This design comes from an exercise in tuning for small area, a short achievable clock period and few clock cycles per item on the open sky130 flow, not from production work.
No run shown here included a check of the RTL's function; only the layout flow was run.

[flow/run.sh]
#!/bin/bash
# synth_recipe.tcl (not shown) runs the flow's synth.tcl, then flattens the netlist and writes it again
# the make line also repeats each setting of config.mk as NAME=value (left out here)
make -C /OpenROAD-flow-scripts/flow DESIGN_CONFIG=/design/flow/config.mk WORK_HOME=/design/flow/orfs CLKGATE_MAP_FILE= SYNTH_SCRIPT=/design/flow/synth_recipe.tcl finish
[flow/config.mk]
export PLATFORM = sky130hd
export DESIGN_NAME = CordicAccelerator
export DESIGN_NICKNAME = CordicAccelerator
export VERILOG_FILES = /design/flow/design.v
export SDC_FILE = /design/flow/constraint.sdc
export NUM_CORES = 8
export LEC_CHECK = 0
export CAP_MARGIN = 20
export CORE_MARGIN = 2
export CORE_UTILIZATION = 60
export CTS_BUF_LIST = sky130_fd_sc_hd__clkbuf_4 sky130_fd_sc_hd__clkbuf_8
export SETUP_SLACK_MARGIN = 2.5
export SLEW_MARGIN = 20
[flow/constraint.sdc]
create_clock -name core_clock -period 6.0 [get_ports {clock}]
set_input_delay 1.2000 -clock core_clock [delete_from_list [all_inputs] [get_ports {clock}]]
set_output_delay 1.2000 -clock core_clock [all_outputs]
set_load 0.01 [all_outputs]
[flow/design.v]
module CordicAccelerator(
  input         clock,
  input         reset,
  input         cmd_valid,
  output        cmd_ready,
  input  [6:0]  cmd_funct,
  input  [4:0]  cmd_rd,
  input  [63:0] cmd_rs1,
  input  [63:0] cmd_rs2,
  output        resp_valid,
  input         resp_ready,
  output [4:0]  resp_rd,
  output [63:0] resp_data,
  output        busy
);
  function [31:0] addc(input [31:0] a, input [31:0] b, input c);
    reg [31:0] g, p, gg, pp, gn, pn;
    integer k, l;
    begin
      g = a & b;
      p = a ^ b;
      gg = g;
      pp = p;
      gg[0] = g[0] | (p[0] & c);
      pp[0] = 1'b0;
      for (l = 0; l < 5; l = l + 1) begin
        gn = gg;
        pn = pp;
        for (k = 0; k < 32; k = k + 1)
          if (k[l]) begin
            gn[k] = gg[k] | (pp[k] & gg[((k >> l) << l) - 1]);
            pn[k] = pp[k] & pp[((k >> l) << l) - 1];
          end
        gg = gn;
        pp = pn;
      end
      addc = p ^ {gg[30:0], c};
    end
  endfunction
  wire recirc;    
  wire [31:0] res;
  wire [4:0] end_rd;
  wire take;      
  assign cmd_ready = take;
  wire accept = cmd_valid & take;
  wire [31:0] z0 = cmd_rs2[31:0];
  wire z0_fits = (z0[31:17] == {15{z0[31]}});
  wire [17:0] zc0 = z0_fits ? z0[17:0] : {z0[31], {17{~z0[31]}}};
  wire d1 = zc0[17];
  wire [17:0] zs2 = d1 ? zc0 + 18'd51472 : zc0 - 18'd51472;
  wire [16:0] z3 = (zs2[17:16] == {2{zs2[17]}}) ? zs2[16:0] : {zs2[17], {16{~zs2[17]}}};
  wire d6 = z0[31] ? ($signed(z0) < -32'sd51472) : ($signed(z0) < 32'sd51472);
  wire [31:0] x4 = cmd_rs1[31:0];
  wire [31:0] yt5 = ((cmd_rs1[31:0] ^ {32{d1}}) + {31'd0, d1}) ^ {32{~d6}};
  reg [31:0] p1_x, p1_y;
  reg [16:0] p1_z;
  reg [4:0] p1_rd;
  reg p1_fn, p1_dn, p1_v;
  always @(posedge clock) begin
    if (reset) p1_v <= 1'b0;
    else p1_v <= accept | recirc;
    p1_x <= recirc ? res : x4;
    p1_y <= recirc ? {32{~d6}} : yt5;
    p1_z <= z3;
    p1_rd <= recirc ? end_rd : cmd_rd;
    p1_fn <= ~recirc & cmd_funct[0];
    p1_dn <= recirc;
  end
  wire d7 = p1_z[16];
  wire [16:0] zs8 = d7 ? p1_z + 17'd30386 : p1_z - 17'd30386;
  wire [15:0] z9 = (zs8[16:15] == {2{zs8[16]}}) ? zs8[15:0] : {zs8[16], {15{~zs8[16]}}};
  wire [31:0] ys12 = $signed(p1_y) >>> 1;
  wire [31:0] xs13 = $signed(p1_x) >>> 1;
  wire [31:0] x10 = addc(p1_x, ys12, ~d7);
  wire [31:0] xg15 = xs13 & {32{~p1_dn}};
  wire [31:0] u14 = addc(p1_y, ~xg15, 1'b1);
  wire [31:0] yt11 = u14 ^ {32{d7 ^ z9[15]}};
  reg [31:0] p2_x, p2_y;
  reg [4:0] p2_rd;
  reg p2_fn, p2_dn, p2_v;
  reg [15:0] p2_z;
  always @(posedge clock) begin
    if (reset) p2_v <= 1'b0;
    else p2_v <= p1_v;
    p2_x <= x10;
    p2_y <= yt11;
    p2_rd <= p1_rd;
    p2_fn <= p1_fn;
    p2_dn <= p1_dn;
    p2_z <= z9;
  end
  wire d16 = p2_z[15];
  wire [15:0] zs17 = d16 ? p2_z + 16'd16055 : p2_z - 16'd16055;
  wire [14:0] z18 = (zs17[15:14] == {2{zs17[15]}}) ? zs17[14:0] : {zs17[15], {14{~zs17[15]}}};
  wire [31:0] ys21 = $signed(p2_y) >>> 2;
  wire [31:0] xs22 = $signed(p2_x) >>> 2;
  wire [31:0] x19 = addc(p2_x, ys21, ~d16);
  wire [31:0] xg24 = xs22 & {32{~p2_dn}};
  wire [31:0] u23 = addc(p2_y, ~xg24, 1'b1);
  wire [31:0] yt20 = u23 ^ {32{d16 ^ z18[14]}};
  reg [31:0] p3_x, p3_y;
  reg [4:0] p3_rd;
  reg p3_fn, p3_dn, p3_v;
  reg [14:0] p3_z;
  always @(posedge clock) begin
    if (reset) p3_v <= 1'b0;
    else p3_v <= p2_v;
    p3_x <= x19;
    p3_y <= yt20;
    p3_rd <= p2_rd;
    p3_fn <= p2_fn;
    p3_dn <= p2_dn;
    p3_z <= z18;
  end
  wire d25 = p3_z[14];
  wire [14:0] zs26 = d25 ? p3_z + 15'd8150 : p3_z - 15'd8150;
  wire [13:0] z27 = (zs26[14:13] == {2{zs26[14]}}) ? zs26[13:0] : {zs26[14], {13{~zs26[14]}}};
  wire [31:0] ys30 = $signed(p3_y) >>> 3;
  wire [31:0] xs31 = $signed(p3_x) >>> 3;
  wire [31:0] x28 = addc(p3_x, ys30, ~d25);
  wire [31:0] xg33 = xs31 & {32{~p3_dn}};
  wire [31:0] u32 = addc(p3_y, ~xg33, 1'b1);
  wire [31:0] yt29 = u32 ^ {32{d25 ^ z27[13]}};
  reg [31:0] p4_x, p4_y;
  reg [4:0] p4_rd;
  reg p4_fn, p4_dn, p4_v;
  reg [13:0] p4_z;
  always @(posedge clock) begin
    if (reset) p4_v <= 1'b0;
    else p4_v <= p3_v;
    p4_x <= x28;
    p4_y <= yt29;
    p4_rd <= p3_rd;
    p4_fn <= p3_fn;
    p4_dn <= p3_dn;
    p4_z <= z27;
  end
  wire d34 = p4_z[13];
  wire [13:0] zs35 = d34 ? p4_z + 14'd4091 : p4_z - 14'd4091;
  wire [12:0] z36 = (zs35[13:12] == {2{zs35[13]}}) ? zs35[12:0] : {zs35[13], {12{~zs35[13]}}};
  wire [31:0] ys39 = $signed(p4_y) >>> 4;
  wire [31:0] xs40 = $signed(p4_x) >>> 4;
  wire [31:0] x37 = addc(p4_x, ys39, ~d34);
  wire [31:0] xg42 = xs40 & {32{~p4_dn}};
  wire [31:0] u41 = addc(p4_y, ~xg42, 1'b1);
  wire [31:0] yt38 = u41 ^ {32{d34 ^ z36[12]}};
  reg [31:0] p5_x, p5_y;
  reg [4:0] p5_rd;
  reg p5_fn, p5_dn, p5_v;
  reg [12:0] p5_z;
  always @(posedge clock) begin
    if (reset) p5_v <= 1'b0;
    else p5_v <= p4_v;
    p5_x <= x37;
    p5_y <= yt38;
    p5_rd <= p4_rd;
    p5_fn <= p4_fn;
    p5_dn <= p4_dn;
    p5_z <= z36;
  end
  wire d43 = p5_z[12];
  wire [12:0] zs44 = d43 ? p5_z + 13'd2047 : p5_z - 13'd2047;
  wire [11:0] z45 = (zs44[12:11] == {2{zs44[12]}}) ? zs44[11:0] : {zs44[12], {11{~zs44[12]}}};
  wire [31:0] ys48 = $signed(p5_y) >>> 5;
  wire [31:0] xs49 = $signed(p5_x) >>> 5;
  wire [31:0] x46 = addc(p5_x, ys48, ~d43);
  wire [31:0] xg51 = xs49 & {32{~p5_dn}};
  wire [31:0] u50 = addc(p5_y, ~xg51, 1'b1);
  wire [31:0] yt47 = u50 ^ {32{d43 ^ z45[11]}};
  reg [31:0] p6_x, p6_y;
  reg [4:0] p6_rd;
  reg p6_fn, p6_dn, p6_v;
  reg [11:0] p6_z;
  always @(posedge clock) begin
    if (reset) p6_v <= 1'b0;
    else p6_v <= p5_v;
    p6_x <= x46;
    p6_y <= yt47;
    p6_rd <= p5_rd;
    p6_fn <= p5_fn;
    p6_dn <= p5_dn;
    p6_z <= z45;
  end
  wire d52 = p6_z[11];
  wire [11:0] zs53 = d52 ? p6_z + 12'd1024 : p6_z - 12'd1024;
  wire [10:0] z54 = (zs53[11:10] == {2{zs53[11]}}) ? zs53[10:0] : {zs53[11], {10{~zs53[11]}}};
  wire [31:0] ys57 = $signed(p6_y) >>> 6;
  wire [31:0] xs58 = $signed(p6_x) >>> 6;
  wire [31:0] x55 = addc(p6_x, ys57, ~d52);
  wire [31:0] xg60 = xs58 & {32{~p6_dn}};
  wire [31:0] u59 = addc(p6_y, ~xg60, 1'b1);
  wire [31:0] yt56 = u59 ^ {32{d52 ^ z54[10]}};
  reg [31:0] p7_x, p7_y;
  reg [4:0] p7_rd;
  reg p7_fn, p7_dn, p7_v;
  reg [10:0] p7_z;
  always @(posedge clock) begin
    if (reset) p7_v <= 1'b0;
    else p7_v <= p6_v;
    p7_x <= x55;
    p7_y <= yt56;
    p7_rd <= p6_rd;
    p7_fn <= p6_fn;
    p7_dn <= p6_dn;
    p7_z <= z54;
  end
  wire d61 = p7_z[10];
  wire [10:0] zs62 = d61 ? p7_z + 11'd512 : p7_z - 11'd512;
  wire [9:0] z63 = (zs62[10:9] == {2{zs62[10]}}) ? zs62[9:0] : {zs62[10], {9{~zs62[10]}}};
  wire [31:0] ys66 = $signed(p7_y) >>> 7;
  wire [31:0] xs67 = $signed(p7_x) >>> 7;
  wire [31:0] x64 = addc(p7_x, ys66, ~d61);
  wire [31:0] xg69 = xs67 & {32{~p7_dn}};
  wire [31:0] u68 = addc(p7_y, ~xg69, 1'b1);
  wire [31:0] yt65 = u68 ^ {32{d61 ^ z63[9]}};
  reg [31:0] p8_x, p8_y;
  reg [4:0] p8_rd;
  reg p8_fn, p8_dn, p8_v;
  reg [9:0] p8_z;
  always @(posedge clock) begin
    if (reset) p8_v <= 1'b0;
    else p8_v <= p7_v;
    p8_x <= x64;
    p8_y <= yt65;
    p8_rd <= p7_rd;
    p8_fn <= p7_fn;
    p8_dn <= p7_dn;
    p8_z <= z63;
  end
  wire d70 = p8_z[9];
  wire [9:0] zs71 = d70 ? p8_z + 10'd256 : p8_z - 10'd256;
  wire [8:0] z72 = (zs71[9:8] == {2{zs71[9]}}) ? zs71[8:0] : {zs71[9], {8{~zs71[9]}}};
  wire [31:0] ys75 = $signed(p8_y) >>> 8;
  wire [31:0] xs76 = $signed(p8_x) >>> 8;
  wire [31:0] x73 = addc(p8_x, ys75, ~d70);
  wire [31:0] xg78 = xs76 & {32{~p8_dn}};
  wire [31:0] u77 = addc(p8_y, ~xg78, 1'b1);
  wire [31:0] yt74 = u77 ^ {32{d70 ^ z72[8]}};
  reg [31:0] p9_x, p9_y;
  reg [4:0] p9_rd;
  reg p9_fn, p9_dn, p9_v;
  reg [8:0] p9_z;
  always @(posedge clock) begin
    if (reset) p9_v <= 1'b0;
    else p9_v <= p8_v;
    p9_x <= x73;
    p9_y <= yt74;
    p9_rd <= p8_rd;
    p9_fn <= p8_fn;
    p9_dn <= p8_dn;
    p9_z <= z72;
  end
  wire d79 = p9_z[8];
  wire [8:0] zs80 = d79 ? p9_z + 9'd128 : p9_z - 9'd128;
  wire [7:0] z81 = (zs80[8:7] == {2{zs80[8]}}) ? zs80[7:0] : {zs80[8], {7{~zs80[8]}}};
  wire [31:0] ys84 = $signed(p9_y) >>> 9;
  wire [31:0] xs85 = $signed(p9_x) >>> 9;
  wire [31:0] x82 = addc(p9_x, ys84, ~d79);
  wire [31:0] xg87 = xs85 & {32{~p9_dn}};
  wire [31:0] u86 = addc(p9_y, ~xg87, 1'b1);
  wire [31:0] yt83 = u86 ^ {32{d79 ^ z81[7]}};
  reg [31:0] p10_x, p10_y;
  reg [4:0] p10_rd;
  reg p10_fn, p10_dn, p10_v;
  reg [7:0] p10_z;
  always @(posedge clock) begin
    if (reset) p10_v <= 1'b0;
    else p10_v <= p9_v;
    p10_x <= x82;
    p10_y <= yt83;
    p10_rd <= p9_rd;
    p10_fn <= p9_fn;
    p10_dn <= p9_dn;
    p10_z <= z81;
  end
  wire d88 = p10_z[7];
  wire [7:0] zs89 = d88 ? p10_z + 8'd64 : p10_z - 8'd64;
  wire [6:0] z90 = (zs89[7:6] == {2{zs89[7]}}) ? zs89[6:0] : {zs89[7], {6{~zs89[7]}}};
  wire [31:0] ys93 = $signed(p10_y) >>> 10;
  wire [31:0] xs94 = $signed(p10_x) >>> 10;
  wire [31:0] x91 = addc(p10_x, ys93, ~d88);
  wire [31:0] xg96 = xs94 & {32{~p10_dn}};
  wire [31:0] u95 = addc(p10_y, ~xg96, 1'b1);
  wire [31:0] yt92 = u95 ^ {32{d88 ^ z90[6]}};
  reg [31:0] p11_x, p11_y;
  reg [4:0] p11_rd;
  reg p11_fn, p11_dn, p11_v;
  reg [6:0] p11_z;
  always @(posedge clock) begin
    if (reset) p11_v <= 1'b0;
    else p11_v <= p10_v;
    p11_x <= x91;
    p11_y <= yt92;
    p11_rd <= p10_rd;
    p11_fn <= p10_fn;
    p11_dn <= p10_dn;
    p11_z <= z90;
  end
  wire d97 = p11_z[6];
  wire [6:0] zs98 = d97 ? p11_z + 7'd32 : p11_z - 7'd32;
  wire [5:0] z99 = (zs98[6:5] == {2{zs98[6]}}) ? zs98[5:0] : {zs98[6], {5{~zs98[6]}}};
  wire [31:0] ys102 = $signed(p11_y) >>> 11;
  wire [31:0] xs103 = $signed(p11_x) >>> 11;
  wire [31:0] x100 = addc(p11_x, ys102, ~d97);
  wire [31:0] xg105 = xs103 & {32{~p11_dn}};
  wire [31:0] u104 = addc(p11_y, ~xg105, 1'b1);
  wire [31:0] yt101 = u104 ^ {32{d97 ^ z99[5]}};
  reg [31:0] p12_x, p12_y;
  reg [4:0] p12_rd;
  reg p12_fn, p12_dn, p12_v;
  reg [5:0] p12_z;
  always @(posedge clock) begin
    if (reset) p12_v <= 1'b0;
    else p12_v <= p11_v;
    p12_x <= x100;
    p12_y <= yt101;
    p12_rd <= p11_rd;
    p12_fn <= p11_fn;
    p12_dn <= p11_dn;
    p12_z <= z99;
  end
  wire d106 = p12_z[5];
  wire [5:0] zs107 = d106 ? p12_z + 6'd16 : p12_z - 6'd16;
  wire [4:0] z108 = (zs107[5:4] == {2{zs107[5]}}) ? zs107[4:0] : {zs107[5], {4{~zs107[5]}}};
  wire [31:0] ys111 = $signed(p12_y) >>> 12;
  wire [31:0] xs112 = $signed(p12_x) >>> 12;
  wire [31:0] x109 = addc(p12_x, ys111, ~d106);
  wire [31:0] xg114 = xs112 & {32{~p12_dn}};
  wire [31:0] u113 = addc(p12_y, ~xg114, 1'b1);
  wire [31:0] yt110 = u113 ^ {32{d106 ^ z108[4]}};
  reg [31:0] p13_x, p13_y;
  reg [4:0] p13_rd;
  reg p13_fn, p13_dn, p13_v;
  reg [4:0] p13_z;
  always @(posedge clock) begin
    if (reset) p13_v <= 1'b0;
    else p13_v <= p12_v;
    p13_x <= x109;
    p13_y <= yt110;
    p13_rd <= p12_rd;
    p13_fn <= p12_fn;
    p13_dn <= p12_dn;
    p13_z <= z108;
  end
  wire d115 = p13_z[4];
  wire [4:0] zs116 = d115 ? p13_z + 5'd8 : p13_z - 5'd8;
  wire [3:0] z117 = (zs116[4:3] == {2{zs116[4]}}) ? zs116[3:0] : {zs116[4], {3{~zs116[4]}}};
  wire [31:0] ys120 = $signed(p13_y) >>> 13;
  wire [31:0] xs121 = $signed(p13_x) >>> 13;
  wire [31:0] x118 = addc(p13_x, ys120, ~d115);
  wire [31:0] xg123 = xs121 & {32{~p13_dn}};
  wire [31:0] u122 = addc(p13_y, ~xg123, 1'b1);
  wire [31:0] yt119 = u122 ^ {32{d115 ^ z117[3]}};
  reg [31:0] p14_x, p14_y;
  reg [4:0] p14_rd;
  reg p14_fn, p14_dn, p14_v;
  reg [3:0] p14_z;
  always @(posedge clock) begin
    if (reset) p14_v <= 1'b0;
    else p14_v <= p13_v;
    p14_x <= x118;
    p14_y <= yt119;
    p14_rd <= p13_rd;
    p14_fn <= p13_fn;
    p14_dn <= p13_dn;
    p14_z <= z117;
  end
  wire d124 = p14_z[3];
  wire [3:0] zs125 = d124 ? p14_z + 4'd4 : p14_z - 4'd4;
  wire [2:0] z126 = (zs125[3:2] == {2{zs125[3]}}) ? zs125[2:0] : {zs125[3], {2{~zs125[3]}}};
  wire [31:0] ys129 = $signed(p14_y) >>> 14;
  wire [31:0] xs130 = $signed(p14_x) >>> 14;
  wire [31:0] x127 = addc(p14_x, ys129, ~d124);
  wire [31:0] xg132 = xs130 & {32{~p14_dn}};
  wire [31:0] u131 = addc(p14_y, ~xg132, 1'b1);
  wire [31:0] yt128 = u131 ^ {32{d124 ^ z126[2]}};
  reg [31:0] p15_x, p15_y;
  reg [4:0] p15_rd;
  reg p15_fn, p15_dn, p15_v;
  reg [2:0] p15_z;
  always @(posedge clock) begin
    if (reset) p15_v <= 1'b0;
    else p15_v <= p14_v;
    p15_x <= x127;
    p15_y <= yt128;
    p15_rd <= p14_rd;
    p15_fn <= p14_fn;
    p15_dn <= p14_dn;
    p15_z <= z126;
  end
  wire d133 = p15_z[2];
  wire [2:0] zs134 = d133 ? p15_z + 3'd2 : p15_z - 3'd2;
  wire [1:0] z135 = (zs134[2:1] == {2{zs134[2]}}) ? zs134[1:0] : {zs134[2], {1{~zs134[2]}}};
  wire [31:0] ys138 = $signed(p15_y) >>> 15;
  wire [31:0] xs139 = $signed(p15_x) >>> 15;
  wire [31:0] x136 = addc(p15_x, ys138, ~d133);
  wire [31:0] xg141 = xs139 & {32{~p15_dn}};
  wire [31:0] u140 = addc(p15_y, ~xg141, 1'b1);
  wire [31:0] yt137 = u140 ^ {32{d133 ^ z135[1]}};
  reg [31:0] p16_x, p16_y;
  reg [4:0] p16_rd;
  reg p16_fn, p16_dn, p16_v;
  reg [1:0] p16_z;
  always @(posedge clock) begin
    if (reset) p16_v <= 1'b0;
    else p16_v <= p15_v;
    p16_x <= x136;
    p16_y <= yt137;
    p16_rd <= p15_rd;
    p16_fn <= p15_fn;
    p16_dn <= p15_dn;
    p16_z <= z135;
  end
  wire d142 = p16_z[1];
  wire [1:0] zs143 = d142 ? p16_z + 2'd1 : p16_z - 2'd1;
  wire z144 = zs143[1];
  wire [31:0] ys147 = $signed(p16_y) >>> 16;
  wire [31:0] xs148 = $signed(p16_x) >>> 16;
  wire [31:0] x145 = addc(p16_x, ys147, ~d142);
  wire [31:0] xg150 = xs148 & {32{~p16_dn}};
  wire [31:0] u149 = addc(p16_y, ~xg150, 1'b1);
  wire [31:0] yt146 = u149 ^ {32{d142 ^ z144}};
  reg [31:0] p17_x, p17_y;
  reg [4:0] p17_rd;
  reg p17_fn, p17_dn, p17_v;
  reg p17_z;
  always @(posedge clock) begin
    if (reset) p17_v <= 1'b0;
    else p17_v <= p16_v;
    p17_x <= x145;
    p17_y <= yt146;
    p17_rd <= p16_rd;
    p17_fn <= p16_fn;
    p17_dn <= p16_dn;
    p17_z <= z144;
  end
  wire d151 = p17_z;
  wire [31:0] ys154 = $signed(p17_y) >>> 17;
  wire [31:0] xs155 = $signed(p17_x) >>> 17;
  wire [31:0] x152 = addc(p17_x, ys154, ~d151);
  wire [31:0] xg157 = xs155 & {32{~p17_dn}};
  wire [31:0] u156 = addc(p17_y, ~xg157, 1'b1);
  wire [31:0] yt153 = u156 ^ {32{d151 ^ d151}};
  reg [31:0] p18_x, p18_y;
  reg [4:0] p18_rd;
  reg p18_fn, p18_dn, p18_v;
  reg p18_d;
  always @(posedge clock) begin
    if (reset) p18_v <= 1'b0;
    else p18_v <= p17_v;
    p18_x <= x152;
    p18_y <= yt153;
    p18_rd <= p17_rd;
    p18_fn <= p17_fn;
    p18_dn <= p17_dn;
    p18_d <= d151;
  end
  wire [31:0] ys160 = $signed(p18_y) >>> 18;
  wire [31:0] xs161 = $signed(p18_x) >>> 18;
  wire [31:0] x158 = addc(p18_x, ys160, ~p18_d);
  wire [31:0] xg163 = xs161 & {32{~p18_dn}};
  wire [31:0] u162 = addc(p18_y, ~xg163, 1'b1);
  wire [31:0] yt159 = u162 ^ {32{p18_d ^ p18_d}};
  reg [31:0] p19_x, p19_y;
  reg [4:0] p19_rd;
  reg p19_fn, p19_dn, p19_v;
  reg p19_d;
  always @(posedge clock) begin
    if (reset) p19_v <= 1'b0;
    else p19_v <= p18_v;
    p19_x <= x158;
    p19_y <= yt159;
    p19_rd <= p18_rd;
    p19_fn <= p18_fn;
    p19_dn <= p18_dn;
    p19_d <= p18_d;
  end
  wire [31:0] ys166 = $signed(p19_y) >>> 19;
  wire [31:0] xs167 = $signed(p19_x) >>> 19;
  wire [31:0] x164 = addc(p19_x, ys166, ~p19_d);
  wire [31:0] xg169 = xs167 & {32{~p19_dn}};
  wire [31:0] u168 = addc(p19_y, ~xg169, 1'b1);
  wire [31:0] yt165 = u168 ^ {32{p19_d ^ p19_d}};
  reg [31:0] p20_x, p20_y;
  reg [4:0] p20_rd;
  reg p20_fn, p20_dn, p20_v;
  reg p20_d;
  always @(posedge clock) begin
    if (reset) p20_v <= 1'b0;
    else p20_v <= p19_v;
    p20_x <= x164;
    p20_y <= yt165;
    p20_rd <= p19_rd;
    p20_fn <= p19_fn;
    p20_dn <= p19_dn;
    p20_d <= p19_d;
  end
  wire [31:0] ys172 = $signed(p20_y) >>> 20;
  wire [31:0] xs173 = $signed(p20_x) >>> 20;
  wire [31:0] x170 = addc(p20_x, ys172, ~p20_d);
  wire [31:0] xg175 = xs173 & {32{~p20_dn}};
  wire [31:0] u174 = addc(p20_y, ~xg175, 1'b1);
  wire [31:0] yt171 = u174 ^ {32{p20_d ^ p20_d}};
  reg [31:0] p21_x, p21_y;
  reg [4:0] p21_rd;
  reg p21_fn, p21_dn, p21_v;
  reg p21_d;
  always @(posedge clock) begin
    if (reset) p21_v <= 1'b0;
    else p21_v <= p20_v;
    p21_x <= x170;
    p21_y <= yt171;
    p21_rd <= p20_rd;
    p21_fn <= p20_fn;
    p21_dn <= p20_dn;
    p21_d <= p20_d;
  end
  wire [31:0] ys178 = $signed(p21_y) >>> 21;
  wire [31:0] xs179 = $signed(p21_x) >>> 21;
  wire [31:0] x176 = addc(p21_x, ys178, ~p21_d);
  wire [31:0] xg181 = xs179 & {32{~p21_dn}};
  wire [31:0] u180 = addc(p21_y, ~xg181, 1'b1);
  wire [31:0] yt177 = u180 ^ {32{p21_d ^ p21_d}};
  reg [31:0] p22_x, p22_y;
  reg [4:0] p22_rd;
  reg p22_fn, p22_dn, p22_v;
  reg p22_d;
  always @(posedge clock) begin
    if (reset) p22_v <= 1'b0;
    else p22_v <= p21_v;
    p22_x <= x176;
    p22_y <= yt177;
    p22_rd <= p21_rd;
    p22_fn <= p21_fn;
    p22_dn <= p21_dn;
    p22_d <= p21_d;
  end
  wire [31:0] ys184 = $signed(p22_y) >>> 22;
  wire [31:0] xs185 = $signed(p22_x) >>> 22;
  wire [31:0] x182 = addc(p22_x, ys184, ~p22_d);
  wire [31:0] xg187 = xs185 & {32{~p22_dn}};
  wire [31:0] u186 = addc(p22_y, ~xg187, 1'b1);
  wire [31:0] yt183 = u186 ^ {32{p22_d ^ p22_d}};
  reg [31:0] p23_x, p23_y;
  reg [4:0] p23_rd;
  reg p23_fn, p23_dn, p23_v;
  reg p23_d;
  always @(posedge clock) begin
    if (reset) p23_v <= 1'b0;
    else p23_v <= p22_v;
    p23_x <= x182;
    p23_y <= yt183;
    p23_rd <= p22_rd;
    p23_fn <= p22_fn;
    p23_dn <= p22_dn;
    p23_d <= p22_d;
  end
  wire [31:0] ys190 = $signed(p23_y) >>> 23;
  wire [31:0] xs191 = $signed(p23_x) >>> 23;
  wire [31:0] x188 = addc(p23_x, ys190, ~p23_d);
  wire [31:0] xg193 = xs191 & {32{~p23_dn}};
  wire [31:0] u192 = addc(p23_y, ~xg193, 1'b1);
  wire [31:0] yt189 = u192 ^ {32{p23_d ^ p23_d}};
  reg [31:0] p24_x, p24_y;
  reg [4:0] p24_rd;
  reg p24_fn, p24_dn, p24_v;
  reg p24_d;
  always @(posedge clock) begin
    if (reset) p24_v <= 1'b0;
    else p24_v <= p23_v;
    p24_x <= x188;
    p24_y <= yt189;
    p24_rd <= p23_rd;
    p24_fn <= p23_fn;
    p24_dn <= p23_dn;
    p24_d <= p23_d;
  end
  wire [31:0] ys196 = $signed(p24_y) >>> 24;
  wire [31:0] xs197 = $signed(p24_x) >>> 24;
  wire [31:0] x194 = addc(p24_x, ys196, ~p24_d);
  wire [31:0] xg199 = xs197 & {32{~p24_dn}};
  wire [31:0] u198 = addc(p24_y, ~xg199, 1'b1);
  wire [31:0] yt195 = u198 ^ {32{p24_d ^ p24_d}};
  reg [31:0] p25_x, p25_y;
  reg [4:0] p25_rd;
  reg p25_fn, p25_dn, p25_v;
  reg p25_d;
  always @(posedge clock) begin
    if (reset) p25_v <= 1'b0;
    else p25_v <= p24_v;
    p25_x <= x194;
    p25_y <= yt195;
    p25_rd <= p24_rd;
    p25_fn <= p24_fn;
    p25_dn <= p24_dn;
    p25_d <= p24_d;
  end
  wire [31:0] ys202 = $signed(p25_y) >>> 25;
  wire [31:0] xs203 = $signed(p25_x) >>> 25;
  wire [31:0] x200 = addc(p25_x, ys202, ~p25_d);
  wire [31:0] xg205 = xs203 & {32{~p25_dn}};
  wire [31:0] u204 = addc(p25_y, ~xg205, 1'b1);
  wire [31:0] yt201 = u204 ^ {32{p25_d ^ p25_d}};
  reg [31:0] p26_x, p26_y;
  reg [4:0] p26_rd;
  reg p26_fn, p26_dn, p26_v;
  reg p26_d;
  always @(posedge clock) begin
    if (reset) p26_v <= 1'b0;
    else p26_v <= p25_v;
    p26_x <= x200;
    p26_y <= yt201;
    p26_rd <= p25_rd;
    p26_fn <= p25_fn;
    p26_dn <= p25_dn;
    p26_d <= p25_d;
  end
  wire [31:0] ys208 = $signed(p26_y) >>> 26;
  wire [31:0] xs209 = $signed(p26_x) >>> 26;
  wire [31:0] x206 = addc(p26_x, ys208, ~p26_d);
  wire [31:0] xg211 = xs209 & {32{~p26_dn}};
  wire [31:0] u210 = addc(p26_y, ~xg211, 1'b1);
  wire [31:0] yt207 = u210 ^ {32{p26_d ^ p26_d}};
  reg [31:0] p27_x, p27_y;
  reg [4:0] p27_rd;
  reg p27_fn, p27_dn, p27_v;
  reg p27_d;
  always @(posedge clock) begin
    if (reset) p27_v <= 1'b0;
    else p27_v <= p26_v;
    p27_x <= x206;
    p27_y <= yt207;
    p27_rd <= p26_rd;
    p27_fn <= p26_fn;
    p27_dn <= p26_dn;
    p27_d <= p26_d;
  end
  wire [31:0] ys214 = $signed(p27_y) >>> 27;
  wire [31:0] xs215 = $signed(p27_x) >>> 27;
  wire [31:0] x212 = addc(p27_x, ys214, ~p27_d);
  wire [31:0] xg217 = xs215 & {32{~p27_dn}};
  wire [31:0] u216 = addc(p27_y, ~xg217, 1'b1);
  wire [31:0] yt213 = u216 ^ {32{p27_d ^ p27_d}};
  reg [31:0] p28_x, p28_y;
  reg [4:0] p28_rd;
  reg p28_fn, p28_dn, p28_v;
  reg p28_d;
  always @(posedge clock) begin
    if (reset) p28_v <= 1'b0;
    else p28_v <= p27_v;
    p28_x <= x212;
    p28_y <= yt213;
    p28_rd <= p27_rd;
    p28_fn <= p27_fn;
    p28_dn <= p27_dn;
    p28_d <= p27_d;
  end
  wire [31:0] ys220 = $signed(p28_y) >>> 28;
  wire [31:0] xs221 = $signed(p28_x) >>> 28;
  wire [31:0] x218 = addc(p28_x, ys220, ~p28_d);
  wire [31:0] xg223 = xs221 & {32{~p28_dn}};
  wire [31:0] u222 = addc(p28_y, ~xg223, 1'b1);
  wire [31:0] yt219 = u222 ^ {32{p28_d ^ p28_d}};
  reg [31:0] p29_x, p29_y;
  reg [4:0] p29_rd;
  reg p29_fn, p29_dn, p29_v;
  reg p29_d;
  always @(posedge clock) begin
    if (reset) p29_v <= 1'b0;
    else p29_v <= p28_v;
    p29_x <= x218;
    p29_y <= yt219;
    p29_rd <= p28_rd;
    p29_fn <= p28_fn;
    p29_dn <= p28_dn;
    p29_d <= p28_d;
  end
  wire [31:0] y29 = p29_y ^ {32{~p29_d}};
  wire [31:0] em = p29_fn ? y29 : p29_x;
  wire [31:0] eo = p29_fn ? p29_x : y29;
  wire etn = ~(p29_fn ^ p29_d);   
  wire [4:0] em3 = {{2{em[31]}}, em[31:29]};
  wire [4:0] eo3 = {{2{eo[31]}}, eo[31:29]};
  wire [4:0] ea = etn ? -eo3 : eo3;
  wire [4:0] eb = etn ? em3 : -em3;
  wire [31:0] em30 = em + {{27{ea[4]}}, ea};
  wire [31:0] eo30 = eo + {{27{eb[4]}}, eb};
  wire [4:0] em2 = {{3{em30[31]}}, em30[31:30]};
  wire [4:0] ev = etn ? em2 : -em2;
  wire [4:0] ebv = eb + ev;
  wire [31:0] eo31 = eo + {{27{ebv[4]}}, ebv};
  wire [4:0] eq = {{3{eo30[31]}}, eo30[31:30]} - {4'b0000, eo31[31]};
  wire [4:0] ee = p29_dn ? 5'd0 : (etn ? -eq : eq);
  wire [4:0] eae = ea + ee;
  assign res = em + {{27{eae[4]}}, eae};
  assign end_rd = p29_rd;
  wire end_v = p29_v;
  reg [31:0] h_data, k_data;
  reg [4:0] h_rd, k_rd;
  reg hv, kv, busy_r;
  reg blocked;
  reg [4:0] wait_n;
  wire wait_0 = (wait_n == 5'd0);
  wire push = end_v & ~(hv & kv) & (~blocked | wait_0);
  assign recirc = end_v & ~push;
  assign take = ~recirc & ~blocked;
  wire pop = hv & resp_ready;
  wire h_load = ~hv | pop;
  wire hv_n = h_load ? (kv | push) : 1'b1;
  wire kv_n = h_load ? (kv & push) : (kv | push);
  wire inflight_n = hv_n | kv_n |
      (accept | recirc) |
      p1_v |
      p2_v |
      p3_v |
      p4_v |
      p5_v |
      p6_v |
      p7_v |
      p8_v |
      p9_v |
      p10_v |
      p11_v |
      p12_v |
      p13_v |
      p14_v |
      p15_v |
      p16_v |
      p17_v |
      p18_v |
      p19_v |
      p20_v |
      p21_v |
      p22_v |
      p23_v |
      p24_v |
      p25_v |
      p26_v |
      p27_v |
      p28_v;
  always @(posedge clock) begin
    if (reset) begin
      hv <= 1'b0;
      kv <= 1'b0;
      busy_r <= 1'b0;
      blocked <= 1'b0;
    end else begin
      hv <= hv_n;
      kv <= kv_n;
      busy_r <= inflight_n;
      if (recirc & (~blocked | wait_0))
        blocked <= 1'b1;
      else if (push & blocked)
        blocked <= 1'b0;
    end
    if (recirc & (~blocked | wait_0))
      wait_n <= 5'd28;
    else
      wait_n <= wait_n - 5'd1;
    if (h_load) begin
      h_data <= kv ? k_data : res;
      h_rd <= kv ? k_rd : end_rd;
    end
    if (h_load ? kv : ~kv) begin
      k_data <= res;
      k_rd <= end_rd;
    end
  end
  assign resp_valid = hv;
  assign resp_rd = h_rd;
  assign resp_data = {32'h0, h_data};
  assign busy = busy_r;
endmodule
==> metrics.md, run 1 <==
| Metric | Value |
|---|---|
| Row Count | `roughly 170` |
| Slew HR | `26.1%` |
| Crit. End Element | `register` |
| Crit path required time | `about 6.8 ns` |
| Total GRT Usage | `between 20% and 30%` |
| Worst skew pair latency | `about 1.1 ns` |
| Worst-Margin Slew | `1.09 ns` |
| Register-to-Register Path Depth | `67` |
| Pre-CTS WS | `-7.12 ns` |
| Seq/Total Area, Yosys | `between 30% and 40%` |
| Num CTS Buffers | `398` |
| # DRC | `0` |
| Starting Density | `60.2%` |
| Worst flop-to-flop path endpoint | `h_data[31]$_DFFE_PN_` |
| Setup Skew | `between 0.1 and 0.15 ns` |
| Met1 wire length | `roughly 160 mm` |
| First DRT Iteration DRCs | `4975` |
| I/O Pins | `between 200 and 250` |
| Setup Crit Path Kind | `reg2reg` |
| Post-Place Cells | `16700` |
| Worst Hold Depth | `0` |
| Bufs and invs on worst path | `17` |
| TritonCTS clock tree | `yes` |
| Hold Crit Endpoint | `p24_rd[4]$_DFF_P_` |
| Hold path start | `p23_rd[4]$_DFF_P_` |
| H-tree levels | `5` |
| Setup violators final | `96` |
| Minimum clock period | `12.11 ns` |
| Vias | `98500` |
| Yosys top cell area share | `between 30 and 40%` |
| Commonest cells after routing, fill and taps aside | `dfxtp_1 (2243), ha_1 (1813), xnor2_1 (1340), nor2_1 (826), a21oi_1 (736)` |
| GPL Wtd Cong | `0.904` |
| Clock tree buffer depth | `4` |
| Post-synthesis instance total | `roughly 13000` |
| Reg2Reg Setup Slack | `-6.11 ns` |
| CP Max Fanout | `8` |
| Via-per-instance ratio | `5.60` |
| HPWL after DPL | `approximately 260 mm` |
| Status | `failed layout checks` |
| DR WL/cell | `approximately 19 µm` |
| Utilization after layout | `a little over two thirds` |
| Crit-path most repeated cell | `buf_4` |
| Yosys warns | `1` |
| Nets | `16600` |
| Hold buffers post-CTS | `0` |
| Crit-path max cell delay | `0.53 ns` |
| DIE HEIGHT | `476 µm` |
| Die area | `0.226 mm²` |
| RR Startpoint | `p29_d$_DFF_P_` |
| Top delay family on crit path | `compound AO/OA/AOI/OAI gates` |
| Post-synthesis register bit count | `2336` |
| Root Driver | `clkbuf_8` |
| Finished Layout Cells | `17600` |
| Slowest CP cell | `mux4_2` |
| Total grt overflow | `0` |
| Final Cycle Share | `202%` |
| Number of synthesized flops with an enable pin | `74` |
| Worst EP arrival | `12.91 ns` |
| Largest net degree at the start of global routing | `71` |
| First-pass GRT wire length | `524 mm` |
| Final antenna-violating net count | `0` |
| Share of post-route cells with drive strength above 1 | `12.1%` |
| Final slew viol count | `0` |
| Metal3 WL | `between 10 and 15 mm` |
| Post-route setup slack | `-6.11 ns` |
| Commonest non-fill, non-tap cell in the layout | `dfxtp_1` |
| Distinct cells, synth | `95` |
| Clock transition at path regs | `~0.07 ns` |
| Ys async rst share | `0%` |
| Top post-synthesis cells by area | `dfxtp_1 (34%), ha_1 (17%), xnor2_1 (9.1%)` |
| Die W | `476 µm` |
| Antenna violations before repair | `13` |
| WL final | `approximately 330 mm` |
| CORE AREA | `between 0.2 and 0.25 mm²` |
| Area Growth Syn to Fin | `15.3%` |
| HP Class | `reg2reg` |
| Area leader, netlist | `dfxtp_1` |
| RSZ-0062 raised after global routing | `yes` |
| Netlist Area Pre-Place | `0.134 mm²` |
| Vias in the first global route | `100000` |
| Layout check faults | `setup timing` |
| Achievable Freq | `around 83 MHz` |
| Port bufs | `113` |
| Pre-antenna DRT Iters | `5` |
| Crit path launch type | `register` |
| Final hold violation count | `0` |
| Max-cap violations | `0` |
| Avg Inst Size Synth | `9.94 µm²` |
| # clock sinks | `2336` |
| Met2 routed WL | `151 mm` |
| Top sig layer | `met5` |
| Top_reg_cell synth | `dfxtp_1` |
worst register-to-register path, delay by kind of cell (launching register included):
family                     cells  cell delay, ns
adders and majority gates     10            2.32
AOI/OAI and AO/OA             22            4.01
and+or+nand+nor                8            0.90
DFF                            1            0.37
xor gates and xnor gates       5            0.75
muxes                          5            1.40
buffers and inverters         17            2.15
cells by family (layout without fill, tap and decap cells):
| kind of cell | after synthesis | count (layout) | synth area share (%) |
|---|---|---|---|
| AOI/OAI and AO/OA | 2889 | 2889 | 14.2 |
| xor gates and xnor gates | 1982 | 1982 | 13.0 |
| adders and majority gates | 2173 | 2173 | 22.1 |
| buffers and inverters | 854 | 1991 | 2.52 |
| DFF | 2336 | 2336 | 35.6 |
| muxes | 71 | 71 | 0.588 |
| other | 1 | 40 | 0.00281 |
| and+or+nand+nor | 3136 | 3137 | 12.0 |
per-layer routing:
| layer | track usage (%) | up-vias |
|---|---|---|
| li1 | - | 48900 |
| met3 | 3.72 | 549 |
| met2 | 47.1 | 1856 |
| met4 | 7.75 | 6 |
| met5 | 0 | - |
| met1 | 39.5 | 47200 |
synth_stat cells (85+ instances only):
cell type,number
fa_1,317
inv_1,657
nor2b_1,216
nor2_1,839
xor2_1,590
and2_1,86
clkbuf_1,135
o21ai_0,510
a21oi_1,794
nand3_1,208
nand2_1,480
nand4_1,130
nor3_1,277
xnor2_1,1391
a21o_1,589
ha_1,1855
o21a_1,271
dfxtp_1,2262
nand2b_1,574
and3_1,85
a31oi_1,88
how the worst max path moves through the flow:
| stage | cells past startpoint | to | slack, ns | startpoint |
|---|---|---|---|---|
| CTS | 69 | h_data[24]$_DFFE_PN_ | -6.11 | p29_d$_DFF_P_ |
| detailed placement | 64 | h_data[24]$_DFFE_PN_ | -7.12 | p29_d$_DFF_P_ |
| global route | 69 | h_data[31]$_DFFE_PN_ | -6.62 | p29_d$_DFF_P_ |
| global placement | 64 | h_data[31]$_DFFE_PN_ | -7.14 | p29_d$_DFF_P_ |
| floorplan | 64 | h_data[27]$_DFFE_PN_ | -6.21 | p29_fn$_DFF_P_ |
| finish | 67 | h_data[31]$_DFFE_PN_ | -6.11 | p29_d$_DFF_P_ |
stage by stage:
step / setup TNS, ns / area, µm² / hold slack [ns]
2_1_floorplan: -522.74 / 134000 / 0.310
6_report: -526.51 / 154000 / 0.310
5_1_grt: -574.26 / 154000 / 0.324
4_1_cts: -522.89 / 153000 / 0.304
3_3_place_gp: -612.22 / 141000 / 0.310
3_5_place_dp: -612.06 / 141000 / 0.312
area by class of cell:
| class | count | area, µm² |
|---|---|---|
| fill | 16900 | 67800 |
| multi-input combinational | 10300 | 85800 |
| clock inverter | 106 | 1300 |
| antenna | 8 | 20.0 |
| inverter | 660 | 2530 |
| timing repair buffer | 635 | 5560 |
| tap | 2975 | 3720 |
| clock buffer | 590 | 7510 |
| sequential | 2336 | 47600 |
repair_timing:
| action | 4_1_cts | 5_1_grt |
|---|---|---|
| pin swaps | 156 | 161 |
| buffers inserted | 107 | 50 |
| hold endpoints to repair | 0 | 0 |
| gates cloned | 7 | 2 |
| gates resized for setup | 329 | 241 |
| setup endpoints to repair | 945 | 1107 |
==> run 2, diff against run 1 <==
--- a/flow/design.v
+++ b/flow/design.v
@@ -74,6 +74,6 @@
   wire [31:0] x10 = addc(p1_x, ys12, ~d7);
   wire [31:0] xg15 = xs13 & {32{~p1_dn}};
-  wire [31:0] u14 = addc(p1_y, ~xg15, 1'b1);
-  wire [31:0] yt11 = u14 ^ {32{d7 ^ z9[15]}};
+  wire [31:0] u14 = addc(~p1_y, xg15, 1'b0);
+  wire [31:0] yt11 = u14 ^ {32{~(d7 ^ z9[15])}};
   reg [31:0] p2_x, p2_y;
   reg [4:0] p2_rd;
@@ -97,6 +97,6 @@
   wire [31:0] x19 = addc(p2_x, ys21, ~d16);
   wire [31:0] xg24 = xs22 & {32{~p2_dn}};
-  wire [31:0] u23 = addc(p2_y, ~xg24, 1'b1);
-  wire [31:0] yt20 = u23 ^ {32{d16 ^ z18[14]}};
+  wire [31:0] u23 = addc(~p2_y, xg24, 1'b0);
+  wire [31:0] yt20 = u23 ^ {32{~(d16 ^ z18[14])}};
   reg [31:0] p3_x, p3_y;
   reg [4:0] p3_rd;
@@ -120,6 +120,6 @@
   wire [31:0] x28 = addc(p3_x, ys30, ~d25);
   wire [31:0] xg33 = xs31 & {32{~p3_dn}};
-  wire [31:0] u32 = addc(p3_y, ~xg33, 1'b1);
-  wire [31:0] yt29 = u32 ^ {32{d25 ^ z27[13]}};
+  wire [31:0] u32 = addc(~p3_y, xg33, 1'b0);
+  wire [31:0] yt29 = u32 ^ {32{~(d25 ^ z27[13])}};
   reg [31:0] p4_x, p4_y;
   reg [4:0] p4_rd;
@@ -143,6 +143,6 @@
   wire [31:0] x37 = addc(p4_x, ys39, ~d34);
   wire [31:0] xg42 = xs40 & {32{~p4_dn}};
-  wire [31:0] u41 = addc(p4_y, ~xg42, 1'b1);
-  wire [31:0] yt38 = u41 ^ {32{d34 ^ z36[12]}};
+  wire [31:0] u41 = addc(~p4_y, xg42, 1'b0);
+  wire [31:0] yt38 = u41 ^ {32{~(d34 ^ z36[12])}};
   reg [31:0] p5_x, p5_y;
   reg [4:0] p5_rd;
@@ -166,6 +166,6 @@
   wire [31:0] x46 = addc(p5_x, ys48, ~d43);
   wire [31:0] xg51 = xs49 & {32{~p5_dn}};
-  wire [31:0] u50 = addc(p5_y, ~xg51, 1'b1);
-  wire [31:0] yt47 = u50 ^ {32{d43 ^ z45[11]}};
+  wire [31:0] u50 = addc(~p5_y, xg51, 1'b0);
+  wire [31:0] yt47 = u50 ^ {32{~(d43 ^ z45[11])}};
   reg [31:0] p6_x, p6_y;
   reg [4:0] p6_rd;
@@ -189,6 +189,6 @@
   wire [31:0] x55 = addc(p6_x, ys57, ~d52);
   wire [31:0] xg60 = xs58 & {32{~p6_dn}};
-  wire [31:0] u59 = addc(p6_y, ~xg60, 1'b1);
-  wire [31:0] yt56 = u59 ^ {32{d52 ^ z54[10]}};
+  wire [31:0] u59 = addc(~p6_y, xg60, 1'b0);
+  wire [31:0] yt56 = u59 ^ {32{~(d52 ^ z54[10])}};
   reg [31:0] p7_x, p7_y;
   reg [4:0] p7_rd;
@@ -212,6 +212,6 @@
   wire [31:0] x64 = addc(p7_x, ys66, ~d61);
   wire [31:0] xg69 = xs67 & {32{~p7_dn}};
-  wire [31:0] u68 = addc(p7_y, ~xg69, 1'b1);
-  wire [31:0] yt65 = u68 ^ {32{d61 ^ z63[9]}};
+  wire [31:0] u68 = addc(~p7_y, xg69, 1'b0);
+  wire [31:0] yt65 = u68 ^ {32{~(d61 ^ z63[9])}};
   reg [31:0] p8_x, p8_y;
   reg [4:0] p8_rd;
@@ -235,6 +235,6 @@
   wire [31:0] x73 = addc(p8_x, ys75, ~d70);
   wire [31:0] xg78 = xs76 & {32{~p8_dn}};
-  wire [31:0] u77 = addc(p8_y, ~xg78, 1'b1);
-  wire [31:0] yt74 = u77 ^ {32{d70 ^ z72[8]}};
+  wire [31:0] u77 = addc(~p8_y, xg78, 1'b0);
+  wire [31:0] yt74 = u77 ^ {32{~(d70 ^ z72[8])}};
   reg [31:0] p9_x, p9_y;
   reg [4:0] p9_rd;
@@ -258,6 +258,6 @@
   wire [31:0] x82 = addc(p9_x, ys84, ~d79);
   wire [31:0] xg87 = xs85 & {32{~p9_dn}};
-  wire [31:0] u86 = addc(p9_y, ~xg87, 1'b1);
-  wire [31:0] yt83 = u86 ^ {32{d79 ^ z81[7]}};
+  wire [31:0] u86 = addc(~p9_y, xg87, 1'b0);
+  wire [31:0] yt83 = u86 ^ {32{~(d79 ^ z81[7])}};
   reg [31:0] p10_x, p10_y;
   reg [4:0] p10_rd;
@@ -281,6 +281,6 @@
   wire [31:0] x91 = addc(p10_x, ys93, ~d88);
   wire [31:0] xg96 = xs94 & {32{~p10_dn}};
-  wire [31:0] u95 = addc(p10_y, ~xg96, 1'b1);
-  wire [31:0] yt92 = u95 ^ {32{d88 ^ z90[6]}};
+  wire [31:0] u95 = addc(~p10_y, xg96, 1'b0);
+  wire [31:0] yt92 = u95 ^ {32{~(d88 ^ z90[6])}};
   reg [31:0] p11_x, p11_y;
   reg [4:0] p11_rd;
@@ -304,6 +304,6 @@
   wire [31:0] x100 = addc(p11_x, ys102, ~d97);
   wire [31:0] xg105 = xs103 & {32{~p11_dn}};
-  wire [31:0] u104 = addc(p11_y, ~xg105, 1'b1);
-  wire [31:0] yt101 = u104 ^ {32{d97 ^ z99[5]}};
+  wire [31:0] u104 = addc(~p11_y, xg105, 1'b0);
+  wire [31:0] yt101 = u104 ^ {32{~(d97 ^ z99[5])}};
   reg [31:0] p12_x, p12_y;
   reg [4:0] p12_rd;
@@ -327,6 +327,6 @@
   wire [31:0] x109 = addc(p12_x, ys111, ~d106);
   wire [31:0] xg114 = xs112 & {32{~p12_dn}};
-  wire [31:0] u113 = addc(p12_y, ~xg114, 1'b1);
-  wire [31:0] yt110 = u113 ^ {32{d106 ^ z108[4]}};
+  wire [31:0] u113 = addc(~p12_y, xg114, 1'b0);
+  wire [31:0] yt110 = u113 ^ {32{~(d106 ^ z108[4])}};
   reg [31:0] p13_x, p13_y;
   reg [4:0] p13_rd;
@@ -350,6 +350,6 @@
   wire [31:0] x118 = addc(p13_x, ys120, ~d115);
   wire [31:0] xg123 = xs121 & {32{~p13_dn}};
-  wire [31:0] u122 = addc(p13_y, ~xg123, 1'b1);
-  wire [31:0] yt119 = u122 ^ {32{d115 ^ z117[3]}};
+  wire [31:0] u122 = addc(~p13_y, xg123, 1'b0);
+  wire [31:0] yt119 = u122 ^ {32{~(d115 ^ z117[3])}};
   reg [31:0] p14_x, p14_y;
   reg [4:0] p14_rd;
@@ -373,6 +373,6 @@
   wire [31:0] x127 = addc(p14_x, ys129, ~d124);
   wire [31:0] xg132 = xs130 & {32{~p14_dn}};
-  wire [31:0] u131 = addc(p14_y, ~xg132, 1'b1);
-  wire [31:0] yt128 = u131 ^ {32{d124 ^ z126[2]}};
+  wire [31:0] u131 = addc(~p14_y, xg132, 1'b0);
+  wire [31:0] yt128 = u131 ^ {32{~(d124 ^ z126[2])}};
   reg [31:0] p15_x, p15_y;
   reg [4:0] p15_rd;
@@ -396,6 +396,6 @@
   wire [31:0] x136 = addc(p15_x, ys138, ~d133);
   wire [31:0] xg141 = xs139 & {32{~p15_dn}};
-  wire [31:0] u140 = addc(p15_y, ~xg141, 1'b1);
-  wire [31:0] yt137 = u140 ^ {32{d133 ^ z135[1]}};
+  wire [31:0] u140 = addc(~p15_y, xg141, 1'b0);
+  wire [31:0] yt137 = u140 ^ {32{~(d133 ^ z135[1])}};
   reg [31:0] p16_x, p16_y;
   reg [4:0] p16_rd;
@@ -419,6 +419,6 @@
   wire [31:0] x145 = addc(p16_x, ys147, ~d142);
   wire [31:0] xg150 = xs148 & {32{~p16_dn}};
-  wire [31:0] u149 = addc(p16_y, ~xg150, 1'b1);
-  wire [31:0] yt146 = u149 ^ {32{d142 ^ z144}};
+  wire [31:0] u149 = addc(~p16_y, xg150, 1'b0);
+  wire [31:0] yt146 = u149 ^ {32{~(d142 ^ z144)}};
   reg [31:0] p17_x, p17_y;
   reg [4:0] p17_rd;
@@ -440,6 +440,6 @@
   wire [31:0] x152 = addc(p17_x, ys154, ~d151);
   wire [31:0] xg157 = xs155 & {32{~p17_dn}};
-  wire [31:0] u156 = addc(p17_y, ~xg157, 1'b1);
-  wire [31:0] yt153 = u156 ^ {32{d151 ^ d151}};
+  wire [31:0] u156 = addc(~p17_y, xg157, 1'b0);
+  wire [31:0] yt153 = u156 ^ {32{~(d151 ^ d151)}};
   reg [31:0] p18_x, p18_y;
   reg [4:0] p18_rd;
@@ -460,6 +460,6 @@
   wire [31:0] x158 = addc(p18_x, ys160, ~p18_d);
   wire [31:0] xg163 = xs161 & {32{~p18_dn}};
-  wire [31:0] u162 = addc(p18_y, ~xg163, 1'b1);
-  wire [31:0] yt159 = u162 ^ {32{p18_d ^ p18_d}};
+  wire [31:0] u162 = addc(~p18_y, xg163, 1'b0);
+  wire [31:0] yt159 = u162 ^ {32{~(p18_d ^ p18_d)}};
   reg [31:0] p19_x, p19_y;
   reg [4:0] p19_rd;
@@ -480,6 +480,6 @@
   wire [31:0] x164 = addc(p19_x, ys166, ~p19_d);
   wire [31:0] xg169 = xs167 & {32{~p19_dn}};
-  wire [31:0] u168 = addc(p19_y, ~xg169, 1'b1);
-  wire [31:0] yt165 = u168 ^ {32{p19_d ^ p19_d}};
+  wire [31:0] u168 = addc(~p19_y, xg169, 1'b0);
+  wire [31:0] yt165 = u168 ^ {32{~(p19_d ^ p19_d)}};
   reg [31:0] p20_x, p20_y;
   reg [4:0] p20_rd;
@@ -500,6 +500,6 @@
   wire [31:0] x170 = addc(p20_x, ys172, ~p20_d);
   wire [31:0] xg175 = xs173 & {32{~p20_dn}};
-  wire [31:0] u174 = addc(p20_y, ~xg175, 1'b1);
-  wire [31:0] yt171 = u174 ^ {32{p20_d ^ p20_d}};
+  wire [31:0] u174 = addc(~p20_y, xg175, 1'b0);
+  wire [31:0] yt171 = u174 ^ {32{~(p20_d ^ p20_d)}};
   reg [31:0] p21_x, p21_y;
   reg [4:0] p21_rd;
@@ -520,6 +520,6 @@
   wire [31:0] x176 = addc(p21_x, ys178, ~p21_d);
   wire [31:0] xg181 = xs179 & {32{~p21_dn}};
-  wire [31:0] u180 = addc(p21_y, ~xg181, 1'b1);
-  wire [31:0] yt177 = u180 ^ {32{p21_d ^ p21_d}};
+  wire [31:0] u180 = addc(~p21_y, xg181, 1'b0);
+  wire [31:0] yt177 = u180 ^ {32{~(p21_d ^ p21_d)}};
   reg [31:0] p22_x, p22_y;
   reg [4:0] p22_rd;
@@ -540,6 +540,6 @@
   wire [31:0] x182 = addc(p22_x, ys184, ~p22_d);
   wire [31:0] xg187 = xs185 & {32{~p22_dn}};
-  wire [31:0] u186 = addc(p22_y, ~xg187, 1'b1);
-  wire [31:0] yt183 = u186 ^ {32{p22_d ^ p22_d}};
+  wire [31:0] u186 = addc(~p22_y, xg187, 1'b0);
+  wire [31:0] yt183 = u186 ^ {32{~(p22_d ^ p22_d)}};
   reg [31:0] p23_x, p23_y;
   reg [4:0] p23_rd;
@@ -560,6 +560,6 @@
   wire [31:0] x188 = addc(p23_x, ys190, ~p23_d);
   wire [31:0] xg193 = xs191 & {32{~p23_dn}};
-  wire [31:0] u192 = addc(p23_y, ~xg193, 1'b1);
-  wire [31:0] yt189 = u192 ^ {32{p23_d ^ p23_d}};
+  wire [31:0] u192 = addc(~p23_y, xg193, 1'b0);
+  wire [31:0] yt189 = u192 ^ {32{~(p23_d ^ p23_d)}};
   reg [31:0] p24_x, p24_y;
   reg [4:0] p24_rd;
@@ -580,6 +580,6 @@
   wire [31:0] x194 = addc(p24_x, ys196, ~p24_d);
   wire [31:0] xg199 = xs197 & {32{~p24_dn}};
-  wire [31:0] u198 = addc(p24_y, ~xg199, 1'b1);
-  wire [31:0] yt195 = u198 ^ {32{p24_d ^ p24_d}};
+  wire [31:0] u198 = addc(~p24_y, xg199, 1'b0);
+  wire [31:0] yt195 = u198 ^ {32{~(p24_d ^ p24_d)}};
   reg [31:0] p25_x, p25_y;
   reg [4:0] p25_rd;
@@ -600,6 +600,6 @@
   wire [31:0] x200 = addc(p25_x, ys202, ~p25_d);
   wire [31:0] xg205 = xs203 & {32{~p25_dn}};
-  wire [31:0] u204 = addc(p25_y, ~xg205, 1'b1);
-  wire [31:0] yt201 = u204 ^ {32{p25_d ^ p25_d}};
+  wire [31:0] u204 = addc(~p25_y, xg205, 1'b0);
+  wire [31:0] yt201 = u204 ^ {32{~(p25_d ^ p25_d)}};
   reg [31:0] p26_x, p26_y;
   reg [4:0] p26_rd;
@@ -620,6 +620,6 @@
   wire [31:0] x206 = addc(p26_x, ys208, ~p26_d);
   wire [31:0] xg211 = xs209 & {32{~p26_dn}};
-  wire [31:0] u210 = addc(p26_y, ~xg211, 1'b1);
-  wire [31:0] yt207 = u210 ^ {32{p26_d ^ p26_d}};
+  wire [31:0] u210 = addc(~p26_y, xg211, 1'b0);
+  wire [31:0] yt207 = u210 ^ {32{~(p26_d ^ p26_d)}};
   reg [31:0] p27_x, p27_y;
   reg [4:0] p27_rd;
@@ -640,6 +640,6 @@
   wire [31:0] x212 = addc(p27_x, ys214, ~p27_d);
   wire [31:0] xg217 = xs215 & {32{~p27_dn}};
-  wire [31:0] u216 = addc(p27_y, ~xg217, 1'b1);
-  wire [31:0] yt213 = u216 ^ {32{p27_d ^ p27_d}};
+  wire [31:0] u216 = addc(~p27_y, xg217, 1'b0);
+  wire [31:0] yt213 = u216 ^ {32{~(p27_d ^ p27_d)}};
   reg [31:0] p28_x, p28_y;
   reg [4:0] p28_rd;
@@ -660,6 +660,6 @@
   wire [31:0] x218 = addc(p28_x, ys220, ~p28_d);
   wire [31:0] xg223 = xs221 & {32{~p28_dn}};
-  wire [31:0] u222 = addc(p28_y, ~xg223, 1'b1);
-  wire [31:0] yt219 = u222 ^ {32{p28_d ^ p28_d}};
+  wire [31:0] u222 = addc(~p28_y, xg223, 1'b0);
+  wire [31:0] yt219 = u222 ^ {32{~(p28_d ^ p28_d)}};
   reg [31:0] p29_x, p29_y;
   reg [4:0] p29_rd;
@@ -676,24 +676,53 @@
     p29_d <= p28_d;
   end
-  wire [31:0] y29 = p29_y ^ {32{~p29_d}};
-  wire [31:0] em = p29_fn ? y29 : p29_x;
-  wire [31:0] eo = p29_fn ? p29_x : y29;
-  wire etn = ~(p29_fn ^ p29_d);   
-  wire [4:0] em3 = {{2{em[31]}}, em[31:29]};
-  wire [4:0] eo3 = {{2{eo[31]}}, eo[31:29]};
-  wire [4:0] ea = etn ? -eo3 : eo3;
-  wire [4:0] eb = etn ? em3 : -em3;
-  wire [31:0] em30 = em + {{27{ea[4]}}, ea};
-  wire [31:0] eo30 = eo + {{27{eb[4]}}, eb};
-  wire [4:0] em2 = {{3{em30[31]}}, em30[31:30]};
-  wire [4:0] ev = etn ? em2 : -em2;
-  wire [4:0] ebv = eb + ev;
-  wire [31:0] eo31 = eo + {{27{ebv[4]}}, ebv};
-  wire [4:0] eq = {{3{eo30[31]}}, eo30[31:30]} - {4'b0000, eo31[31]};
-  wire [4:0] ee = p29_dn ? 5'd0 : (etn ? -eq : eq);
-  wire [4:0] eae = ea + ee;
-  assign res = em + {{27{eae[4]}}, eae};
-  assign end_rd = p29_rd;
-  wire end_v = p29_v;
+  wire [31:0] ys226 = $signed(p29_y) >>> 29;
+  wire [31:0] xs227 = $signed(p29_x) >>> 29;
+  wire [31:0] x224 = addc(p29_x, ys226, ~p29_d);
+  wire [31:0] xg229 = xs227 & {32{~p29_dn}};
+  wire [31:0] u228 = addc(~p29_y, xg229, 1'b0);
+  wire [31:0] yt225 = u228 ^ {32{~(p29_d ^ p29_d)}};
+  reg [31:0] p30_x, p30_y;
+  reg [4:0] p30_rd;
+  reg p30_fn, p30_dn, p30_v;
+  reg p30_d;
+  always @(posedge clock) begin
+    if (reset) p30_v <= 1'b0;
+    else p30_v <= p29_v;
+    p30_x <= x224;
+    p30_y <= yt225;
+    p30_rd <= p29_rd;
+    p30_fn <= p29_fn;
+    p30_dn <= p29_dn;
+    p30_d <= p29_d;
+  end
+  wire [31:0] ys232 = $signed(p30_y) >>> 30;
+  wire [31:0] xs233 = $signed(p30_x) >>> 30;
+  wire [31:0] x230 = addc(p30_x, ys232, ~p30_d);
+  wire [31:0] xg235 = xs233 & {32{~p30_dn}};
+  wire [31:0] u234 = addc(~p30_y, xg235, 1'b0);
+  wire [31:0] yt231 = u234 ^ {32{~(p30_d ^ p30_d)}};
+  reg [31:0] p31_x, p31_y;
+  reg [4:0] p31_rd;
+  reg p31_fn, p31_dn, p31_v;
+  reg p31_d;
+  always @(posedge clock) begin
+    if (reset) p31_v <= 1'b0;
+    else p31_v <= p30_v;
+    p31_x <= x230;
+    p31_y <= yt231;
+    p31_rd <= p30_rd;
+    p31_fn <= p30_fn;
+    p31_dn <= p30_dn;
+    p31_d <= p30_d;
+  end
+  wire [31:0] ys238 = $signed(p31_y) >>> 31;
+  wire [31:0] xs239 = $signed(p31_x) >>> 31;
+  wire [31:0] x236 = addc(p31_x, ys238, ~p31_d);
+  wire [31:0] xg241 = xs239 & {32{~p31_dn}};
+  wire [31:0] u240 = addc(~p31_y, xg241, 1'b0);
+  wire [31:0] yt237 = u240 ^ {32{~(p31_d ^ p31_d)}};
+  assign res = p31_fn ? (yt237 ^ {32{~p31_d}}) : x236;
+  assign end_rd = p31_rd;
+  wire end_v = p31_v;
   reg [31:0] h_data, k_data;
   reg [4:0] h_rd, k_rd;
@@ -738,5 +767,7 @@
       p26_v |
       p27_v |
-      p28_v;
+      p28_v |
+      p29_v |
+      p30_v;
   always @(posedge clock) begin
     if (reset) begin
@@ -755,5 +786,5 @@
     end
     if (recirc & (~blocked | wait_0))
-      wait_n <= 5'd28;
+      wait_n <= 5'd30;
     else
       wait_n <= wait_n - 5'd1;
--- a/flow/config.mk
+++ b/flow/config.mk
@@ -9,5 +9,4 @@
 export CORE_MARGIN = 2
 export CORE_UTILIZATION = 60
-export CTS_BUF_LIST = sky130_fd_sc_hd__clkbuf_4 sky130_fd_sc_hd__clkbuf_8
-export SETUP_SLACK_MARGIN = 2.5
+export SETUP_SLACK_MARGIN = 2.0
 export SLEW_MARGIN = 20
==> run 2 against run 1 <==
Now clean on timing, DRC and antenna. Via count rose by 3.4%. Sequential cell count increased by 146. Final cell count up 5.2%. Setup slack improved by 8.2 ns. Maximum frequency rose to 3.1 times the previous value. Critical path type unchanged.
==> metrics.md, run 2 <==
| Metric | Value |
|---|---|
| Port bufs | `113 (unchanged)` |
| Vias in the first global route | `105000 (was 100000)` |
| Area Growth Syn to Fin | `12.3% (was 15.3%)` |
| Final slew viol count | `0 (unchanged)` |
| Root Driver | `clkbuf_16 (was clkbuf_8)` |
| Final antenna-violating net count | `0 (unchanged)` |
| # clock sinks | `2482 (was 2336)` |
| RR Startpoint | `p1_z[16]$_DFF_P_ (was p29_d$_DFF_P_)` |
| Worst-Margin Slew | `0.977 ns (was 1.09 ns)` |
| Max-cap violations | `0 (unchanged)` |
| Top post-synthesis cells by area | `dfxtp_1 (34%), ha_1 (17%), xnor2_1 (8.8%) (was dfxtp_1 (34%), ha_1 (17%), xnor2_1 (9.1%))` |
| Worst EP arrival | `4.80 ns (was 12.91 ns)` |
| Setup Crit Path Kind | `reg2reg (unchanged)` |
| Antenna violations before repair | `12 (was 13)` |
| Status | `complete, no violations (was failed layout checks)` |
| First-pass GRT wire length | `552 mm (was 524 mm)` |
| Seq/Total Area, Yosys | `35.2% (was 35.6%)` |
| Via-per-instance ratio | `5.51 (was 5.60)` |
| Setup Skew | `0.0674 ns (was 0.112 ns)` |
| Count leader, synth | `dfxtp_1 (unchanged)` |
| DR WL/cell | `19.0 µm (was 18.7 µm)` |
| Yosys warns | `1 (unchanged)` |
| Yosys top cell area share | `33.7% (was 33.9%)` |
| Minimum clock period | `3.96 ns (was 12.11 ns)` |
| Post-synthesis instance total | `14700 (was 13400)` |
| CP Max Fanout | `5 (was 8)` |
| Worst Hold Depth | `0 (unchanged)` |
| Die W | `492 µm (was 476 µm)` |
| Crit path launch type | `register (unchanged)` |
| I/O Pins | `216 (unchanged)` |
| Reg2Reg Setup Slack | `2.04 ns (was -6.11 ns)` |
| Met1 Resource Use GR | `31.9% (was 39.5%)` |
| Setup violators final | `0 (was 96)` |
| Crit path required time | `6.84 ns (was 6.80 ns)` |
| Total GRT Usage | `28.3% (was 28.6%)` |
| DIE HEIGHT | `492 µm (was 476 µm)` |
| HP Class | `reg2reg (unchanged)` |
| Final hold violation count | `0 (unchanged)` |
| Worst flop-to-flop path endpoint | `p2_y[24]$_DFF_P_ (was h_data[31]$_DFFE_PN_)` |
| Achievable Freq | `253 MHz (was 82.6 MHz)` |
| Crit. End Element | `register (unchanged)` |
| Setup TNS Final | `0 ns (was -526.51 ns)` |
| # DRC | `0 (unchanged)` |
| Total grt overflow | `0 (unchanged)` |
| RSZ-0062 raised after global routing | `yes (unchanged)` |
| CORE AREA | `0.238 mm² (was 0.222 mm²)` |
run 2: cell count changes in the layout (fill, tap and decap cells not counted), moves of 108 or more:
cell,change
buf_4,-319
clkbuf_16,+296
clkbuf_8,-450
dfxtp_1,+136
inv_1,+851
nand2b_1,-354
nor2b_1,+344
o21ai_0,-114
xor2_1,+108
run 2: worst max path at each step:
stage | start | end | slack (ns)
2_1_floorplan | cmd_rs2[31] | p1_z[10]$_DFF_P_ | 1.62
3_3_place_gp | cmd_rs2[22] | p1_z[4]$_DFF_P_ | 0.72
3_5_place_dp | cmd_rs2[22] | p1_z[1]$_DFF_P_ | 0.77
4_1_cts | wait_n[0]$_SDFF_PP0_ | cmd_ready | 2.00
5_1_grt | p1_z[16]$_DFF_P_ | p2_y[10]$_DFF_P_ | 1.90
6_report | p1_z[16]$_DFF_P_ | p2_y[24]$_DFF_P_ | 2.04
run 2: metal layers:
metal  up-vias  share of wire, %
li1      50900                 -
met4        10               5.5
met3       802               3.0
met5         -             0.016
met1     48500                40
met2      1674                51
run 2: repair_timing:
| item | CTS | global route |
|---|---|---|
| gates cloned | 11 | 6 |
| pin swaps | 15 | 100 |
| setup endpoints to repair | 345 | 376 |
| setup buffers | 34 | 67 |
| endpoints found under the hold margin | 0 | 0 |
| resized for setup | 112 | 234 |
run 2: area by class of cell:
class,count,area (µm²)
antenna,11,27.5
clock buffer,375,8010
clock inverter,105,1380
fill,18700,76900
inverter,1509,5720
multi-input combinational,10600,88200
sequential,2482,50500
tap,3167,3960
timing repair buffer,291,2950
timing repair inverter,3,20.0
run 2: cell families after synthesis:
group | after synthesis | synth area share [%]
AO/OA/AOI/OAI | 2956 | 13.9
other | 1 | 0.00262
XOR/XNOR | 2150 | 13.2
multiplexers | 71 | 0.534
adder cells (fa/ha/maj) | 2267 | 21.6
flip-flops | 2482 | 35.2
AND/OR/NAND/NOR | 3080 | 11.0
buffers and inverters | 1685 | 4.51
run 2: worst max-delay path, cell delays in order, from the launching register on:
cell,delay [ns]
dfxtp_4,0.37
inv_8,0.04
fa_2,0.34
a21o_1,0.21
a21oi_2,0.18
o21ai_2,0.11
a2111oi_4,0.36
o31ai_2,0.11
a21o_1,0.18
a21o_1,0.18
a21o_1,0.18
a21o_1,0.19
xnor2_2,0.14
ha_2,0.18
or2_4,0.28
buf_12,0.14
xnor2_4,0.23
buf_12,0.18
xor2_2,0.15
xnor2_1,0.13
run 2: stage by stage:
step,cell area [µm²],std cells,worst slack [ns],hold WS [ns],utilization (%)
after floorplan,144000,14700,1.62,0.310,-
after global placement,148000,17900,0.715,0.310,62.5
after detailed placement,148000,17900,0.766,0.312,62.5
after CTS,159000,18400,2.00,0.303,66.9
after global routing,161000,18500,1.90,0.309,67.6
final,161000,18500,2.04,0.303,67.7

[port drivers added, routing unchanged]
In the flow no input, the clock included, has a driving cell. The finished layouts below were timed again as built, in two steps. Step 1: set_driving_cell puts a clkbuf_16 on clock and a buf_2 on each other input, an assumption about the parent block. Step 2 times the ports against the registers' clock, not the clock port: input delays grow and output delays shrink by t, the midpoint of the rising clock arrivals with the driver on. a / b / c = ideal / step 1 / step 2; a / b = the first two.
| run | shift t [ns] | setup slack, ns | hold WS [ns] |
|---|---|---|---|
| run 1 | 1.133 | -6.112 / -6.112 / -6.112 | 0.310 / 0.310 / 0.310 |
| run 2 | 1.014 | 2.041 / 2.041 / 1.208 | 0.303 / 0.303 / 0.303 |
For run 2, which loses most, drivers alone change the setup slack by 0.000 ns; drivers and shift together by -0.833 ns.
